Source: an optimization exercise on an open RTL-to-GDS flow (aim: a short achievable clock period and few clock cycles). Production flows keep margins and buffers that such runs may drop. The RTL was checked by simulation tests, not by an equivalence proof against the original design. No activity file was given, so power comes from the tool's default toggle rates.

==> run K <==
// RV32core
module  RV32core(
        input clk,   
        input rst,   
        output[31:0] imem_addr,
        input[31:0] imem_data,
        output[31:0] dmem_addr,
        output[31:0] dmem_wdata,
        output dmem_we,
        output[1:0] dmem_size,
        input[31:0] dmem_rdata
    );
    reg [31:0] pc_f;
    assign imem_addr = pc_f;
    reg        d_v;
    reg [31:0] d_ir, d_pc;
    reg        d_fhit, d_ft, d_fact;      
    reg [31:0] d_ftgt;                    
    reg [31:0] d_off, d_pc4;              
    reg        e_v, e_wen;
    reg [4:0]  e_rd;
    reg [31:0] e_a, e_b, e_sd, e_c, e_tgt, e_pc4;
    reg        e_fa_em, e_fa_mw, e_fb_em, e_fb_mw, e_fs_em, e_fs_mw;
    reg        e_xa_em, e_xa_mw, e_xb_em, e_xb_mw;    
    reg        e_ca_em, e_ca_mw, e_cb_em, e_cb_mw;    
    reg        e_sub, e_r_sum, e_r_slt, e_r_sltu, e_r_xor, e_r_or, e_r_and, e_r_sll, e_r_sr, e_r_pass;
    reg        e_sra;
    reg        e_ld, e_st, e_br, e_jal, e_jalr, e_mul, e_div, e_pred;
    reg [31:0] e_pc;
    reg        e_jp;                      
    reg [31:0] e_jc;                      
    reg [2:0]  e_f3;
    reg        m_v, m_wen, m_ld, m_mul, m_mulhi, m_we;
    reg [4:0]  m_rd;
    reg [2:0]  m_f3;
    reg [31:0] m_res, m_sd;
    reg [703:0] m_rows;
    reg        m_bu, m_bt;                
    reg [31:0] m_bpc, m_btgt;
    reg        w_v, w_wen, w_mul, w_mulhi;
    reg [4:0]  w_rd;
    reg [31:0] w_res;
    reg [63:0] w_ms, w_mc;
    reg [31:0] rf [1:31];
    reg [31:1] rf_ok;
    reg [127:0] bp_v;
  ...
clock: 12.0 ns
lec_check: 0
abc_clock_period_in_ps: 3000
cap_margin: 20
cell_pad_in_sites_detail_placement: 1
cell_pad_in_sites_global_placement: 2
core_margin: 2
core_utilization: 45
place_density: 0.6
setup_slack_margin: 5
slew_margin: 20
synth_memory_max_bits: 16384
run.sh (not shown) runs the stock make flow with config.mk's settings and CLKGATE_MAP_FILE= SYNTH_SCRIPT=/design/flow/synth_recipe.tcl, a recipe that flattens the netlist after the stock synthesis.
==> run G: changes against run K <==
--- a/flow/design.v
+++ b/flow/design.v
@@ -294,11 +294,11 @@
 endmodule
 `timescale 1ns / 1ps
 module mul_csa1(
     input[31:0] a, b,
     input sa, sb,           
-    output[703:0] rows
+    output[511:0] rows
 );
     wire[63:0] A = {{32{sa & a[31]}}, a};
     wire b32 = sb & b[31];
     wire [63:0] pp0 = {64{b[0]}} & (A << 0);
     wire [63:0] pp1 = {64{b[1]}} & (A << 1);
@@ -401,47 +401,44 @@
     wire [63:0] l2_c3_m = (l1_c4 & l1_s5) | (l1_c4 & l1_c5) | (l1_s5 & l1_c5);
     wire [63:0] l2_c3 = {l2_c3_m[62:0], 1'b0};
     wire [63:0] l2_s4 = l1_s6 ^ l1_c6 ^ l0_c10;
     wire [63:0] l2_c4_m = (l1_s6 & l1_c6) | (l1_s6 & l0_c10) | (l1_c6 & l0_c10);
     wire [63:0] l2_c4 = {l2_c4_m[62:0], 1'b0};
-    assign rows = {pp33, l2_c4, l2_s4, l2_c3, l2_s3, l2_c2, l2_s2, l2_c1, l2_s1, l2_c0, l2_s0};
+    wire [63:0] l3_s0 = l2_s0 ^ l2_c0 ^ l2_s1;
+    wire [63:0] l3_c0_m = (l2_s0 & l2_c0) | (l2_s0 & l2_s1) | (l2_c0 & l2_s1);
+    wire [63:0] l3_c0 = {l3_c0_m[62:0], 1'b0};
+    wire [63:0] l3_s1 = l2_c1 ^ l2_s2 ^ l2_c2;
+    wire [63:0] l3_c1_m = (l2_c1 & l2_s2) | (l2_c1 & l2_c2) | (l2_s2 & l2_c2);
+    wire [63:0] l3_c1 = {l3_c1_m[62:0], 1'b0};
+    wire [63:0] l3_s2 = l2_s3 ^ l2_c3 ^ l2_s4;
+    wire [63:0] l3_c2_m = (l2_s3 & l2_c3) | (l2_s3 & l2_s4) | (l2_c3 & l2_s4);
+    wire [63:0] l3_c2 = {l3_c2_m[62:0], 1'b0};
+    assign rows = {pp33, l2_c4, l3_c2, l3_s2, l3_c1, l3_s1, l3_c0, l3_s0};
 endmodule
 module mul_csa2(
-    input[703:0] rows,
+    input[511:0] rows,
     output[63:0] s, c
 );
     wire [63:0] r0 = rows[63:0];
     wire [63:0] r1 = rows[127:64];
     wire [63:0] r2 = rows[191:128];
     wire [63:0] r3 = rows[255:192];
     wire [63:0] r4 = rows[319:256];
     wire [63:0] r5 = rows[383:320];
     wire [63:0] r6 = rows[447:384];
     wire [63:0] r7 = rows[511:448];
-    wire [63:0] r8 = rows[575:512];
-    wire [63:0] r9 = rows[639:576];
-    wire [63:0] r10 = rows[703:640];
-    wire [63:0] l3_s0 = r0 ^ r1 ^ r2;
-    wire [63:0] l3_c0_m = (r0 & r1) | (r0 & r2) | (r1 & r2);
-    wire [63:0] l3_c0 = {l3_c0_m[62:0], 1'b0};
-    wire [63:0] l3_s1 = r3 ^ r4 ^ r5;
-    wire [63:0] l3_c1_m = (r3 & r4) | (r3 & r5) | (r4 & r5);
-    wire [63:0] l3_c1 = {l3_c1_m[62:0], 1'b0};
-    wire [63:0] l3_s2 = r6 ^ r7 ^ r8;
-    wire [63:0] l3_c2_m = (r6 & r7) | (r6 & r8) | (r7 & r8);
-    wire [63:0] l3_c2 = {l3_c2_m[62:0], 1'b0};
-    wire [63:0] l4_s0 = l3_s0 ^ l3_c0 ^ l3_s1;
-    wire [63:0] l4_c0_m = (l3_s0 & l3_c0) | (l3_s0 & l3_s1) | (l3_c0 & l3_s1);
+    wire [63:0] l4_s0 = r0 ^ r1 ^ r2;
+    wire [63:0] l4_c0_m = (r0 & r1) | (r0 & r2) | (r1 & r2);
     wire [63:0] l4_c0 = {l4_c0_m[62:0], 1'b0};
-    wire [63:0] l4_s1 = l3_c1 ^ l3_s2 ^ l3_c2;
-    wire [63:0] l4_c1_m = (l3_c1 & l3_s2) | (l3_c1 & l3_c2) | (l3_s2 & l3_c2);
+    wire [63:0] l4_s1 = r3 ^ r4 ^ r5;
+    wire [63:0] l4_c1_m = (r3 & r4) | (r3 & r5) | (r4 & r5);
     wire [63:0] l4_c1 = {l4_c1_m[62:0], 1'b0};
     wire [63:0] l5_s0 = l4_s0 ^ l4_c0 ^ l4_s1;
     wire [63:0] l5_c0_m = (l4_s0 & l4_c0) | (l4_s0 & l4_s1) | (l4_c0 & l4_s1);
     wire [63:0] l5_c0 = {l5_c0_m[62:0], 1'b0};
-    wire [63:0] l5_s1 = l4_c1 ^ r9 ^ r10;
-    wire [63:0] l5_c1_m = (l4_c1 & r9) | (l4_c1 & r10) | (r9 & r10);
+    wire [63:0] l5_s1 = l4_c1 ^ r6 ^ r7;
+    wire [63:0] l5_c1_m = (l4_c1 & r6) | (l4_c1 & r7) | (r6 & r7);
     wire [63:0] l5_c1 = {l5_c1_m[62:0], 1'b0};
     wire [63:0] l6_s0 = l5_s0 ^ l5_c0 ^ l5_s1;
     wire [63:0] l6_c0_m = (l5_s0 & l5_c0) | (l5_s0 & l5_s1) | (l5_c0 & l5_s1);
     wire [63:0] l6_c0 = {l6_c0_m[62:0], 1'b0};
     wire [63:0] l7_s0 = l6_s0 ^ l6_c0 ^ l5_c1;
@@ -1056,11 +1053,10 @@
     reg        e_v, e_wen;
     reg [4:0]  e_rd;
     reg [31:0] e_a, e_b, e_sd, e_c, e_tgt, e_pc4;
     reg        e_fa_em, e_fa_mw, e_fb_em, e_fb_mw, e_fs_em, e_fs_mw;
     reg        e_xa_em, e_xa_mw, e_xb_em, e_xb_mw;    
-    reg        e_ca_em, e_ca_mw, e_cb_em, e_cb_mw;    
     reg        e_sub, e_r_sum, e_r_slt, e_r_sltu, e_r_xor, e_r_or, e_r_and, e_r_sll, e_r_sr, e_r_pass;
     reg        e_sra;
     reg        e_ld, e_st, e_br, e_jal, e_jalr, e_mul, e_div, e_pred;
     reg [31:0] e_pc;
     reg        e_jp;                      
@@ -1068,11 +1064,11 @@
     reg [2:0]  e_f3;
     reg        m_v, m_wen, m_ld, m_mul, m_mulhi, m_we;
     reg [4:0]  m_rd;
     reg [2:0]  m_f3;
     reg [31:0] m_res, m_sd;
-    reg [703:0] m_rows;
+    reg [511:0] m_rows;
     reg        m_bu, m_bt;                
     reg [31:0] m_bpc, m_btgt;
     reg        w_v, w_wen, w_mul, w_mulhi;
     reg [4:0]  w_rd;
     reg [31:0] w_res;
@@ -1119,18 +1115,14 @@
     wire [63:0] w_prod = w_ms + w_mc;
     wire [31:0] w_val = w_mul ? (w_mulhi ? w_prod[63:32] : w_prod[31:0]) : w_res;
     wire        w_we = w_v & w_wen;
     always @(posedge clk or posedge rst) begin
         if (rst) rf_ok <= 31'd0;
-        else begin
-            if (w_we) rf_ok[w_rd] <= 1'b1;
-            if (dv_we) rf_ok[dv_rd] <= 1'b1;
-        end
+        else if (w_we) rf_ok[w_rd] <= 1'b1;
     end
     always @(posedge clk) begin
         if (w_we) rf[w_rd] <= w_val;
-        if (dv_we) rf[dv_rd] <= div_out;
     end
     wire [6:0] opc = d_ir[6:0];
     wire [2:0] f3  = d_ir[14:12];
     wire [4:0] rd  = d_ir[11:7];
     wire [4:0] rs1 = d_ir[19:15];
@@ -1189,78 +1181,73 @@
     wire fm1 = m_v & m_wen & (m_rd == rs1);
     wire fm2 = m_v & m_wen & (m_rd == rs2);
     wire slow_e = e_ld | e_mul;
     wire hz = d_v & ((e_v & slow_e & e_wen & ((use1 & e_rd == rs1) | (use2 & e_rd == rs2))) |
                      (m_v & m_mul & m_wen & ((use1 & m_rd == rs1) | (use2 & m_rd == rs2))));
-    wire [31:0] d_tgt = d_pc + d_off;
     wire pred_br = d_fhit ? d_ft : (d_ir[31] | f3[0]);
     wire pred_d  = is_jal | (is_br & pred_br);
+    wire [31:0] d_tgt = d_pc + d_off;
+    wire e_busy;
     wire [31:0] div_out;
     wire [31:0] ea = e_fa_em ? m_res : e_fa_mw ? w_res : e_a;
     wire [31:0] eb = e_fb_em ? m_res : e_fb_mw ? w_res : e_b;
     wire [31:0] es = e_fs_em ? m_res : e_fs_mw ? w_res : e_sd;
     wire [31:0] xa = e_xa_em ? m_res : e_xa_mw ? w_res : e_a;
     wire [31:0] xb = e_xb_em ? m_res : e_xb_mw ? w_res : e_b;
     wire [31:0] ebx = e_sub ? ~eb : eb;
     wire [32:0] esum33 = {1'b0, ea} + {1'b0, ebx} + {32'd0, e_sub};
     wire [31:0] esum = esum33[31:0];
-    wire e_ltu_s = ~esum33[32];
-    wire e_lt_s  = (ea[31] ^ eb[31]) ? ea[31] : esum[31];
-    wire [31:0] ca = e_ca_em ? m_res : e_ca_mw ? w_res : e_a;
-    wire [31:0] cb = e_cb_em ? m_res : e_cb_mw ? w_res : e_b;
-    wire e_eq  = ca == cb;
-    wire e_ltu = ca < cb;
-    wire e_lt  = (ca[31] ^ cb[31]) ? ca[31] : (ca[30:0] < cb[30:0]);
+    wire e_eq  = ea == eb;
+    wire e_ltu = ~esum33[32];
+    wire e_lt  = (ea[31] ^ eb[31]) ? ea[31] : esum[31];
     wire [31:0] e_shl = ea << eb[4:0];
     wire [63:0] e_shr64 = {{32{e_sra & ea[31]}}, ea} >> eb[4:0];
     wire [31:0] e_shr = e_shr64[31:0];
     wire [31:0] e_res = ({32{e_r_sum}}  & esum) |
-                        ({32{e_r_slt}}  & {31'd0, e_lt_s}) |
-                        ({32{e_r_sltu}} & {31'd0, e_ltu_s}) |
+                        ({32{e_r_slt}}  & {31'd0, e_lt}) |
+                        ({32{e_r_sltu}} & {31'd0, e_ltu}) |
                         ({32{e_r_xor}}  & (ea ^ eb)) |
                         ({32{e_r_or}}   & (ea | eb)) |
                         ({32{e_r_and}}  & (ea & eb)) |
                         ({32{e_r_sll}}  & e_shl) |
                         ({32{e_r_sr}}   & e_shr) |
-                        ({32{e_r_pass}} & e_c);
+                        ({32{e_r_pass}} & e_c) |
+                        ({32{e_div}}    & div_out);
     wire e_cond  = e_f3[2] ? (e_f3[1] ? e_ltu : e_lt) : e_eq;
     wire e_taken = e_cond ^ e_f3[0];
     wire e_jok   = e_jp & (ea == e_jc);
     wire redir_e = e_v & ((e_jalr & ~e_jok) | (e_br & (e_taken ^ e_pred)));
-    wire [31:0] tgt_e = e_jalr ? esum : (e_pred ? e_pc4 : e_tgt);
-    wire [703:0] mul_rows;
+    wire [31:0] tgt_e = e_jalr ? esum : (e_taken ? e_tgt : e_pc4);
+    wire [511:0] mul_rows;
     mul_csa1 mul1(.a(xa), .b(xb), .sa(~(e_f3[1] & e_f3[0])), .sb(~e_f3[1]), .rows(mul_rows));
     reg [1:0]  dv_st;            
     reg [31:0] dv_a, dv_b;       
     reg [5:0]  dv_lza, dv_lzb;   
-    reg        dv_na, dv_nb;     
     reg [4:0]  dv_n;             
     reg [31:0] dv_q, dv_r;
     reg [33:0] dv_d3;
     reg        dv_nq, dv_nr, dv_rem;
-    reg [4:0]  dv_rd;
-    reg        dv_wen;
     wire e_dv = e_v & e_div;
     wire dv_sa = ~e_f3[0] & xa[31];
     wire dv_sb = ~e_f3[0] & xb[31];
     wire [31:0] dv_ma = dv_sa ? -xa : xa;
     wire [31:0] dv_mb = dv_sb ? -xb : xb;
     wire dv_bz = ~|xb;
     wire [5:0] lza_raw, lzb_raw;
     lzc32 lzc_a(.x(dv_sa ? ~xa : xa), .n(lza_raw));
     lzc32 lzc_b(.x(dv_sb ? ~xb : xb), .n(lzb_raw));
-    wire [5:0] lza = (dv_na && dv_lza != 6'd0) ? dv_lza - 6'd1 : dv_lza;
-    wire [5:0] lzb = (dv_nb && dv_lzb == 6'd32) ? 6'd31 : dv_lzb;      
-    wire [6:0] dv_s  = 7'd31 - {1'b0, lzb} + {1'b0, lza};
+    wire [5:0] lza = (dv_sa && lza_raw != 6'd0) ? lza_raw - 6'd1 : lza_raw;
+    wire [5:0] lzb = (dv_sb && lzb_raw == 6'd32) ? 6'd31 : lzb_raw;    
+    wire [6:0] dv_s  = 7'd31 - {1'b0, dv_lzb} + {1'b0, dv_lza};
     wire [5:0] dv_sc = dv_s[5] ? 6'd32 : {1'b0, dv_s[4:1], 1'b0};
     wire [63:0] dv_sh = {32'd0, dv_a} << dv_sc;
     wire [4:0] dv_nn = 5'd16 - dv_sc[5:1];
     wire [33:0] dv_r4 = {dv_r, dv_q[31:30]};
     wire [34:0] dv_t1 = {1'b0, dv_r4} - {3'd0, dv_b};
     wire [34:0] dv_t2 = {1'b0, dv_r4} - {2'd0, dv_b, 1'b0};
     wire [34:0] dv_t3 = {1'b0, dv_r4} - {1'b0, dv_d3};
-    wire dv_we = (dv_st == 2'd3) & dv_wen;
+    assign e_busy = e_dv & (dv_st != 2'd3);
     wire [31:0] dv_qo = dv_nq ? -dv_q : dv_q;
     wire [31:0] dv_ro = dv_nr ? -dv_r : dv_r;
     assign div_out = dv_rem ? dv_ro : dv_qo;
     always @(posedge clk or posedge rst) begin
         if (rst) dv_st <= 2'd0;
@@ -1276,19 +1263,15 @@
             2'd0: begin
                 dv_r <= dv_ma;
                 dv_q <= 32'hffffffff;
                 dv_a <= dv_ma;
                 dv_b <= dv_mb;
-                dv_lza <= lza_raw;
-                dv_lzb <= lzb_raw;
-                dv_na <= dv_sa;
-                dv_nb <= dv_sb;
+                dv_lza <= lza;
+                dv_lzb <= lzb;
                 dv_nq <= (dv_sa ^ dv_sb) & ~dv_bz;
                 dv_nr <= dv_sa;
                 dv_rem <= e_f3[1];
-                dv_rd <= e_rd;
-                dv_wen <= e_wen;
             end
             2'd1: begin
                 dv_r <= dv_sh[63:32];
                 dv_q <= dv_sh[31:0];
                 dv_n <= dv_nn;
@@ -1331,16 +1314,11 @@
     wire [31:0] f_pc4 = pc_f + 32'd4;
     wire [6:0]  f_opc = imem_data[6:0];
     wire [31:0] f_off = (f_opc == 7'b0010111) ? {imem_data[31:12], 12'b0} :
                         (f_opc == 7'b1101111) ? {{11{imem_data[31]}}, imem_data[31], imem_data[19:12], imem_data[20], imem_data[30:21], 1'b0} :
                         {{19{imem_data[31]}}, imem_data[31], imem_data[7], imem_data[30:25], imem_data[11:8], 1'b0};
-    wire dv_pend = dv_st != 2'd0;
-    wire [4:0] dv_drd = dv_pend ? dv_rd : e_rd;
-    wire dv_dwen = dv_pend ? dv_wen : e_wen;
-    wire hzd = d_v & (dv_pend | (e_v & e_div)) &
-               (is_div | (dv_dwen & ((use1 & rs1 == dv_drd) | (use2 & rs2 == dv_drd) | (wen & rd == dv_drd))));
-    wire stall_d = hz | hzd;
+    wire stall_d = e_busy | hz;
     wire redir_d = d_v & ~stall_d & ((is_jal | is_br) ? ((pred_d ^ d_fact) | (pred_d & ~d_fhit)) :
                                      (~is_jalr & d_fact));
     wire [31:0] tgt_d = pred_d ? d_tgt : d_pc4;
     always @(posedge clk or posedge rst) begin
         if (rst) begin
@@ -1374,14 +1352,14 @@
             d_ftgt <= f_tgt;
         end
     end
     always @(posedge clk or posedge rst) begin
         if (rst) e_v <= 1'b0;
-        else e_v <= d_v & ~stall_d & ~redir_e;
+        else if (~e_busy) e_v <= d_v & ~hz & ~redir_e;
     end
     always @(posedge clk) begin
-        begin
+        if (~e_busy) begin
             e_wen <= wen;
             e_rd <= rd;
             e_a <= rv1;
             e_b <= use2 & ~is_st ? rv2 : is_st ? imm_s : imm_i;
             e_sd <= rv2;
@@ -1396,14 +1374,10 @@
             e_fs_mw <= fm2;
             e_xa_em <= is_md & fe1;
             e_xa_mw <= is_md & fm1;
             e_xb_em <= is_md & fe2;
             e_xb_mw <= is_md & fm2;
-            e_ca_em <= is_br & fe1;
-            e_ca_mw <= is_br & fm1;
-            e_cb_em <= is_br & fe2;
-            e_cb_mw <= is_br & fm2;
             e_sub <= is_br | (is_op & f3 == 3'd0 & d_ir[30]) | ((is_op | is_opi) & f3[2:1] == 2'b01);
             e_r_sum <= is_ld | is_st | (is_alu & f3 == 3'd0);
             e_r_slt <= is_alu & f3 == 3'd2;
             e_r_sltu <= is_alu & f3 == 3'd3;
             e_r_xor <= is_alu & f3 == 3'd4;
@@ -1432,13 +1406,13 @@
             m_v <= 1'b0;
             m_we <= 1'b0;
             m_bu <= 1'b0;
         end
         else begin
-            m_v <= e_v & ~e_div;
+            m_v <= e_v & ~e_busy;
             m_bu <= e_v & (e_br | e_jal | e_jalr);
-            m_we <= e_v & e_st;
+            m_we <= e_v & ~e_busy & e_st;
         end
     end
     always @(posedge clk) begin
         m_wen <= e_wen;
         m_rd <= e_rd;
==> run A: changes against run K <==
--- a/flow/design.v
+++ b/flow/design.v
@@ -1119,18 +1119,14 @@
     wire [63:0] w_prod = w_ms + w_mc;
     wire [31:0] w_val = w_mul ? (w_mulhi ? w_prod[63:32] : w_prod[31:0]) : w_res;
     wire        w_we = w_v & w_wen;
     always @(posedge clk or posedge rst) begin
         if (rst) rf_ok <= 31'd0;
-        else begin
-            if (w_we) rf_ok[w_rd] <= 1'b1;
-            if (dv_we) rf_ok[dv_rd] <= 1'b1;
-        end
+        else if (w_we) rf_ok[w_rd] <= 1'b1;
     end
     always @(posedge clk) begin
         if (w_we) rf[w_rd] <= w_val;
-        if (dv_we) rf[dv_rd] <= div_out;
     end
     wire [6:0] opc = d_ir[6:0];
     wire [2:0] f3  = d_ir[14:12];
     wire [4:0] rd  = d_ir[11:7];
     wire [4:0] rs1 = d_ir[19:15];
@@ -1192,10 +1188,11 @@
     wire hz = d_v & ((e_v & slow_e & e_wen & ((use1 & e_rd == rs1) | (use2 & e_rd == rs2))) |
                      (m_v & m_mul & m_wen & ((use1 & m_rd == rs1) | (use2 & m_rd == rs2))));
     wire [31:0] d_tgt = d_pc + d_off;
     wire pred_br = d_fhit ? d_ft : (d_ir[31] | f3[0]);
     wire pred_d  = is_jal | (is_br & pred_br);
+    wire e_busy;
     wire [31:0] div_out;
     wire [31:0] ea = e_fa_em ? m_res : e_fa_mw ? w_res : e_a;
     wire [31:0] eb = e_fb_em ? m_res : e_fb_mw ? w_res : e_b;
     wire [31:0] es = e_fs_em ? m_res : e_fs_mw ? w_res : e_sd;
     wire [31:0] xa = e_xa_em ? m_res : e_xa_mw ? w_res : e_a;
@@ -1219,11 +1216,12 @@
                         ({32{e_r_xor}}  & (ea ^ eb)) |
                         ({32{e_r_or}}   & (ea | eb)) |
                         ({32{e_r_and}}  & (ea & eb)) |
                         ({32{e_r_sll}}  & e_shl) |
                         ({32{e_r_sr}}   & e_shr) |
-                        ({32{e_r_pass}} & e_c);
+                        ({32{e_r_pass}} & e_c) |
+                        ({32{e_div}}    & div_out);
     wire e_cond  = e_f3[2] ? (e_f3[1] ? e_ltu : e_lt) : e_eq;
     wire e_taken = e_cond ^ e_f3[0];
     wire e_jok   = e_jp & (ea == e_jc);
     wire redir_e = e_v & ((e_jalr & ~e_jok) | (e_br & (e_taken ^ e_pred)));
     wire [31:0] tgt_e = e_jalr ? esum : (e_pred ? e_pc4 : e_tgt);
@@ -1235,12 +1233,10 @@
     reg        dv_na, dv_nb;     
     reg [4:0]  dv_n;             
     reg [31:0] dv_q, dv_r;
     reg [33:0] dv_d3;
     reg        dv_nq, dv_nr, dv_rem;
-    reg [4:0]  dv_rd;
-    reg        dv_wen;
     wire e_dv = e_v & e_div;
     wire dv_sa = ~e_f3[0] & xa[31];
     wire dv_sb = ~e_f3[0] & xb[31];
     wire [31:0] dv_ma = dv_sa ? -xa : xa;
     wire [31:0] dv_mb = dv_sb ? -xb : xb;
@@ -1256,11 +1252,11 @@
     wire [4:0] dv_nn = 5'd16 - dv_sc[5:1];
     wire [33:0] dv_r4 = {dv_r, dv_q[31:30]};
     wire [34:0] dv_t1 = {1'b0, dv_r4} - {3'd0, dv_b};
     wire [34:0] dv_t2 = {1'b0, dv_r4} - {2'd0, dv_b, 1'b0};
     wire [34:0] dv_t3 = {1'b0, dv_r4} - {1'b0, dv_d3};
-    wire dv_we = (dv_st == 2'd3) & dv_wen;
+    assign e_busy = e_dv & (dv_st != 2'd3);
     wire [31:0] dv_qo = dv_nq ? -dv_q : dv_q;
     wire [31:0] dv_ro = dv_nr ? -dv_r : dv_r;
     assign div_out = dv_rem ? dv_ro : dv_qo;
     always @(posedge clk or posedge rst) begin
         if (rst) dv_st <= 2'd0;
@@ -1283,12 +1279,10 @@
                 dv_na <= dv_sa;
                 dv_nb <= dv_sb;
                 dv_nq <= (dv_sa ^ dv_sb) & ~dv_bz;
                 dv_nr <= dv_sa;
                 dv_rem <= e_f3[1];
-                dv_rd <= e_rd;
-                dv_wen <= e_wen;
             end
             2'd1: begin
                 dv_r <= dv_sh[63:32];
                 dv_q <= dv_sh[31:0];
                 dv_n <= dv_nn;
@@ -1331,16 +1325,11 @@
     wire [31:0] f_pc4 = pc_f + 32'd4;
     wire [6:0]  f_opc = imem_data[6:0];
     wire [31:0] f_off = (f_opc == 7'b0010111) ? {imem_data[31:12], 12'b0} :
                         (f_opc == 7'b1101111) ? {{11{imem_data[31]}}, imem_data[31], imem_data[19:12], imem_data[20], imem_data[30:21], 1'b0} :
                         {{19{imem_data[31]}}, imem_data[31], imem_data[7], imem_data[30:25], imem_data[11:8], 1'b0};
-    wire dv_pend = dv_st != 2'd0;
-    wire [4:0] dv_drd = dv_pend ? dv_rd : e_rd;
-    wire dv_dwen = dv_pend ? dv_wen : e_wen;
-    wire hzd = d_v & (dv_pend | (e_v & e_div)) &
-               (is_div | (dv_dwen & ((use1 & rs1 == dv_drd) | (use2 & rs2 == dv_drd) | (wen & rd == dv_drd))));
-    wire stall_d = hz | hzd;
+    wire stall_d = e_busy | hz;
     wire redir_d = d_v & ~stall_d & ((is_jal | is_br) ? ((pred_d ^ d_fact) | (pred_d & ~d_fhit)) :
                                      (~is_jalr & d_fact));
     wire [31:0] tgt_d = pred_d ? d_tgt : d_pc4;
     always @(posedge clk or posedge rst) begin
         if (rst) begin
@@ -1374,14 +1363,14 @@
             d_ftgt <= f_tgt;
         end
     end
     always @(posedge clk or posedge rst) begin
         if (rst) e_v <= 1'b0;
-        else e_v <= d_v & ~stall_d & ~redir_e;
+        else if (~e_busy) e_v <= d_v & ~hz & ~redir_e;
     end
     always @(posedge clk) begin
-        begin
+        if (~e_busy) begin
             e_wen <= wen;
             e_rd <= rd;
             e_a <= rv1;
             e_b <= use2 & ~is_st ? rv2 : is_st ? imm_s : imm_i;
             e_sd <= rv2;
@@ -1432,13 +1421,13 @@
             m_v <= 1'b0;
             m_we <= 1'b0;
             m_bu <= 1'b0;
         end
         else begin
-            m_v <= e_v & ~e_div;
+            m_v <= e_v & ~e_busy;
             m_bu <= e_v & (e_br | e_jal | e_jalr);
-            m_we <= e_v & e_st;
+            m_we <= e_v & ~e_busy & e_st;
         end
     end
     always @(posedge clk) begin
         m_wen <= e_wen;
         m_rd <= e_rd;
==> run_results.csv <==
group,metric,value,unit
outcome,status,"finished clean",
power_and_ir_drop,comb-power,33.3,mW
placement,dp_cells,24000,
cells_and_area,fill_cells,48000,
cells_and_area,multi_input_area,106000,um^2
synthesis,async_reset_ff_share,5.63,%
power_and_ir_drop,pg_seq,17.7,mW
worst_setup_path,crit_chain,"or3_1 -> nor4_1 -> nor2_1 -> ha_1 -> ha_1 -> inv_1 -> fa_2 -> inv_1 -> a21o_1 -> a21oi_1 -> xor2_1 -> xor2_4 -> buf_4 -> nor2_4 -> inv_2 -> mux4_2 -> a221oi_1 -> a2111oi_0 -> a211o_1 -> a311o_1",
cells_and_area,nonClkBufAreaFrac,2.66,%
cells_and_area,area_delta_synth_final,11.4,%
worst_setup_path,cpLargestDelayFamily,"simple AND/OR/NAND/NOR gates",
[end of results for run K]
==> run_results.csv <==
group,metric,value,unit
outcome,status,"finished clean",
synthesis,async_reset_ff_share,5.80,%
cells_and_area,fill_cells,43700,
power_and_ir_drop,comb-power,25.4,mW
power_and_ir_drop,pg_seq,17.5,mW
worst_setup_path,cpLargestDelayFamily,"compound AO/OA/AOI/OAI gates",
cells_and_area,area_delta_synth_final,11.4,%
worst_setup_path,crit_chain,"buf_6 -> mux2_2 -> o21ai_4 -> buf_4 -> buf_4 -> nor2_1 -> a21oi_1 -> fa_1 -> nor2b_1 -> o31a_1 -> o211ai_1 -> a21oi_1 -> nor2_1 -> a211o_1 -> a32o_1 -> nor2_1 -> o31ai_2 -> a21oi_4 -> buf_6 -> xnor3_1 -> a22oi_4 -> buf_6 -> mux2_2",
cells_and_area,multi_input_area,93700,um^2
worst_setup_path,crit_path_start,"e_fb_mw",
placement,dp_cells,21100,
cts,cts_resized,0,
floorplan,io_pins,165,
global_routing,grt_pass1_wl,1100000,um
cells_and_area,nonClkBufAreaFrac,2.16,%
[end of results for run G]
==> run_results.csv <==
group,metric,value,unit
outcome,status,"finished clean",
power_and_ir_drop,pg_seq,17.9,mW
worst_setup_path,crit_chain,"or3_1 -> nor4_1 -> nor2_1 -> ha_1 -> ha_1 -> inv_1 -> fa_1 -> inv_1 -> a21o_1 -> a21oi_1 -> xor2_1 -> xor2_2 -> buf_4 -> nor2_2 -> buf_4 -> inv_4 -> mux2i_1 -> mux2i_1 -> mux4_2 -> a221oi_1 -> o41ai_1",
cells_and_area,multi_input_area,95000,um^2
synthesis,async_reset_ff_share,5.64,%
cells_and_area,fill_cells,44900,
worst_setup_path,worstPathArrival,7.27,ns
cells_and_area,area_delta_synth_final,11.1,%
worst_setup_path,cpLargestDelayFamily,"buffers and inverters",
[end of results for run A]
Testbench counts of run K, summed over its fixed seeds: cycles 52,807.
Testbench counts of run G, summed over its fixed seeds: cycles 53,700.
Testbench counts of run A, summed over its fixed seeds: cycles 53,700.

separate check: timing with driven ports:
No port has a modelled driver above. Below, the same layouts with a new extraction and two added sets of constraints. Step 1 (the two cells are an assumption about what drives the block):
set clk [get_ports {clk}]
set_driving_cell -lib_cell sky130_fd_sc_hd__clkbuf_16 $clk
set_driving_cell -lib_cell sky130_fd_sc_hd__buf_2 [delete_from_list [all_inputs] $clk]
Step 2 adds t to the input delays and takes it off the output delays; t is the mean of the earliest and latest rising clock arrival at the registers after step 1. Input paths then give back, and output paths get back, about the clock's delay inside the block. a / b / c = ideal / step 1 / step 2; a / b = the first two.
run	t (ns)	setup slack, ns	hold WS [ns]
run K	1.113	5.428 / 5.428 / 5.428	0.297 / 0.297 / 0.297
run G	1.117	5.322 / 5.322 / 5.322	0.328 / 0.328 / 0.328
run A	1.110	5.438 / 5.438 / 5.438	0.342 / 0.342 / 0.342
After both steps setup and hold are still met in every run listed.
